This design comes from an exercise in tuning for small area on the open sky130 flow, not from production work. Function was checked by simulation only, so behaviour that the tests miss may differ from the original. Power is estimated from default activity; no workload was simulated.

job 2893:
// AXI_connect
module AXI_connect
    #( parameter
                ADDR = 32,
                VALID = 1,
                PROT = 3,
                DATA = 32,
                STRB = 4,
                READY = 1,
                RESP = 2
    )
    ( clk, rst,
    M00_AWADDR, M00_ARADDR, M00_AWVALID, M00_WVALID, M00_ARVALID, M00_AWPROT, M00_ARPROT, M00_WDATA, M00_WSTRB, M00_BREADY, M00_RREADY,
    S00_BVALID, S00_RVALID, S00_RDATA, S00_AWREADY, S00_WREADY, S00_ARREADY, S00_BRESP, S00_RRESP,
    S01_BVALID, S01_RVALID, S01_RDATA, S01_AWREADY, S01_WREADY, S01_ARREADY, S01_BRESP, S01_RRESP,
    S02_BVALID, S02_RVALID, S02_RDATA, S02_AWREADY, S02_WREADY, S02_ARREADY, S02_BRESP, S02_RRESP,
    S03_BVALID, S03_RVALID, S03_RDATA, S03_AWREADY, S03_WREADY, S03_ARREADY, S03_BRESP, S03_RRESP,
    S04_BVALID, S04_RVALID, S04_RDATA, S04_AWREADY, S04_WREADY, S04_ARREADY, S04_BRESP, S04_RRESP,
    S05_BVALID, S05_RVALID, S05_RDATA, S05_AWREADY, S05_WREADY, S05_ARREADY, S05_BRESP, S05_RRESP,
    S00_AWADDR, S00_ARADDR, S00_AWVALID, S00_WVALID, S00_ARVALID, S00_AWPROT, S00_ARPROT, S00_WDATA, S00_WSTRB, S00_BREADY, S00_RREADY,
    S01_AWADDR, S01_ARADDR, S01_AWVALID, S01_WVALID, S01_ARVALID, S01_AWPROT, S01_ARPROT, S01_WDATA, S01_WSTRB, S01_BREADY, S01_RREADY,
    S02_AWADDR, S02_ARADDR, S02_AWVALID, S02_WVALID, S02_ARVALID, S02_AWPROT, S02_ARPROT, S02_WDATA, S02_WSTRB, S02_BREADY, S02_RREADY,
    S03_AWADDR, S03_ARADDR, S03_AWVALID, S03_WVALID, S03_ARVALID, S03_AWPROT, S03_ARPROT, S03_WDATA, S03_WSTRB, S03_BREADY, S03_RREADY,
    S04_AWADDR, S04_ARADDR, S04_AWVALID, S04_WVALID, S04_ARVALID, S04_AWPROT, S04_ARPROT, S04_WDATA, S04_WSTRB, S04_BREADY, S04_RREADY,
    S05_AWADDR, S05_ARADDR, S05_AWVALID, S05_WVALID, S05_ARVALID, S05_AWPROT, S05_ARPROT, S05_WDATA, S05_WSTRB, S05_BREADY, S05_RREADY,
    M00_BVALID, M00_RVALID, M00_RDATA, M00_AWREADY, M00_WREADY, M00_ARREADY, M00_BRESP, M00_RRESP
    );
Size: ~10 flip-flops, about 1,100 I/O pins, roughly 6500 sq um of cells after synthesis.
export LEC_CHECK = 0
export CAP_MARGIN = 10
export CORE_AREA = 5 5 395 395
export CTS_BUF_LIST = sky130_fd_sc_hd__clkbuf_1 sky130_fd_sc_hd__clkbuf_2 sky130_fd_sc_hd__clkbuf_4
export DIE_AREA = 0 0 400 400
export PLACE_DENSITY = 0.7
export SLEW_MARGIN = 10
create_clock -name core_clock -period 6.0 [get_ports {clk}]
standard.sh (not shown) runs the stock make flow with config.mk's settings and CLKGATE_MAP_FILE= SYNTH_SCRIPT=/design/flow/synth_recipe.tcl, a recipe that flattens the netlist after the stock synthesis.
==> flow/flow/run.sh <==
#!/bin/bash
# Standard ORFS layout with two changes:
#  - synthesis maps the logic with an area-oriented ABC script (flow/abc_speed.script);
#    everything else in ORFS's scripts is used unchanged (copied to ./orfs_scripts);
#  - the port buffers are the smallest buffer cell;
#  - the pins of each bit of a routed signal are placed side by side (flow/pin_groups.txt).
set -eo pipefail
here=$(pwd)
rm -rf "$here/orfs_scripts"
cp -r "$FLOW_HOME/scripts" "$here/orfs_scripts"
cp "$here/flow/abc_speed.script" "$here/orfs_scripts/abc_speed.script"
export BUFFER_PORTS_ARGS="-buffer_cell sky130_fd_sc_hd__buf_1"
export PLACE_PINS_ARGS="$(cat "$here/flow/pin_groups.txt")"
bash standard.sh SCRIPTS_DIR="$here/orfs_scripts" synth > synth.log 2>&1
bash standard.sh > standard.log 2>&1
Other scripts of this flow, unchanged in this note and not shown: flow/flow/abc_speed.script, flow/flow/pin_groups.txt
Looking at the reports, job 2893 completed the entire flow and the layout it produced met the timing, design-rule and antenna checks.
#### Input delta (job 7655 over job 2893)
Settings: swapping 10 for 20 in CAP_MARGIN; swapping 10 for 20 in SLEW_MARGIN; swapping 0.7 for 0.9 in PLACE_DENSITY.
Job 7655 reached the final stage; the timing, design-rule and antenna checks on its layout passed. On max-slew headroom at the worst pin: job 7655 sits below job 2893. Compared with job 2893, the detailed router inserted more vias in job 7655. Higher clock share of power among job 7655 and job 2893: job 2893. Taking job 2893 as the reference, in job 7655 post-layout worst setup margin rose by 0.33 ns; shortest period the worst path allows now sits lower; fraction of area in registers held. Job 7655 vs job 2893 on number of global-route vias before repair: job 7655 is the higher one. Job 7655 vs job 2893 — first-iteration DRC count climbed by more than 10%. Across both runs, transition time of the tightest slew-check pin was higher for job 7655 than for job 2893. Power per cell area sits higher in job 7655 than in job 2893.
Here is what was changed in the inputs of job 7059 compared with job 7655.
Settings: swapping 20 for 0 in CAP_MARGIN; swapping 0.9 for 0.7 in PLACE_DENSITY; swapping 20 for 0 in SLEW_MARGIN.
Results
Job 7059 vs. job 7655: starting density of the core held, clock power went up about 1%, global-route usage went down 0.55 points, number of global-route vias before repair went down about 0.6%.
Changes in job 6027 relative to job 7059:
Settings: SLEW_MARGIN now 20, was 0; DIE_AREA now 0 0 370 370, was 0 0 400 400; CAP_MARGIN now 20, was 0; CORE_AREA now 5 5 365 365, was 5 5 395 395; PLACE_DENSITY now 0.4, was 0.7.
### Flow results
On global-route track usage on met3, job 7059 tracks job 6027 almost exactly. Final cell count without fillers is lower on job 6027. Comparing job 6027 and job 7059, the lower fraction of the core area covered by cells at the end of the flow is on job 7059. Diff job 7059 -> job 6027: ratio of routed vias to standard cells +about 13%, worst hold slack after final layout lower, count of non-CTS inverters in the layout roughly the same, share of the final layout cell area in multi-input gates +0.91 points, maximum operating frequency now sits higher. Of the two values seen for cell class ranked first by area, non-clock buffers was produced by job 6027 and tap cells by job 7059. Of job 6027 and job 7059, the lower final design area excluding fillers belongs to job 6027. In the metrics for job 6027 and job 7059, the one carrying the higher endpoint arrival time on the critical path is job 7059.
What job 8362 does differently from job 6027 at the input level:
Settings: CORE_AREA changed from 5 5 365 365 to 5 5 395 395; PLACE_DENSITY changed from 0.4 to 0.7; DIE_AREA changed from 0 0 370 370 to 0 0 400 400.
==> run notes <==
- Job 8362 completed end to end with timing, DRC and antenna clean.
- Side by side, combinational cell fraction of total power turned out lower in job 8362 than in job 6027.
- Job 8362 vs. job 6027: die area went up by 23,000 sq um, proportion of cell area spent on the clock network was more or less identical, total number of vias went down by 96, number of non-filler instances in the completed layout went up by 277.
The following lists how job 6082 was set up differently from job 8362:
Settings: CTS_BUF_LIST now sky130_fd_sc_hd__clkbuf_1 sky130_fd_sc_hd__clkbuf_2, was sky130_fd_sc_hd__clkbuf_1 sky130_fd_sc_hd__clkbuf_2 sky130_fd_sc_hd__clkbuf_4.
Findings:
- Diff job 8362 -> job 6082: total of hold buffers inserted after clock tree synthesis held steady; portion of total power attributed to combinational logic now sits higher; wire length flat.

re-timing with driven ports:
The flow's constraints put no driver on any port. The routed layouts listed below were extracted and timed again, unchanged, in two steps. Step 1 sets driving cells, clkbuf_16 on the clock port and buf_2 on the other inputs (assumed; they add their load-dependent delay and slew). Step 2 moves the port delays by t, midway between the first and last clock arrival at a register: inputs arrive t later, outputs are due t later. That takes back most of the time a late clock gives input paths. Three values: no drivers, after step 1, after step 2; two values: the first two.
run | t (ns) | slack for setup (ns) | worst slew at a driven data input, ns | pins driven straight from the clock port
job 2893 | 0.326 | 0.309 / 0.284 / 0.284 | 0.30 | 1
job 7655 | 0.324 | 0.639 / 0.615 / 0.615 | 0.30 | 1
job 7059 | 0.326 | 0.309 / 0.284 / 0.284 | 0.30 | 1
job 6027 | 0.324 | 0.579 / 0.558 / 0.558 | 0.29 | 1
job 8362 | 0.326 | 0.309 / 0.284 / 0.284 | 0.30 | 1
job 6082 | 0.311 | 0.293 / 0.268 / 0.268 | 0.30 | 1
After both steps every run listed still meets setup and hold.
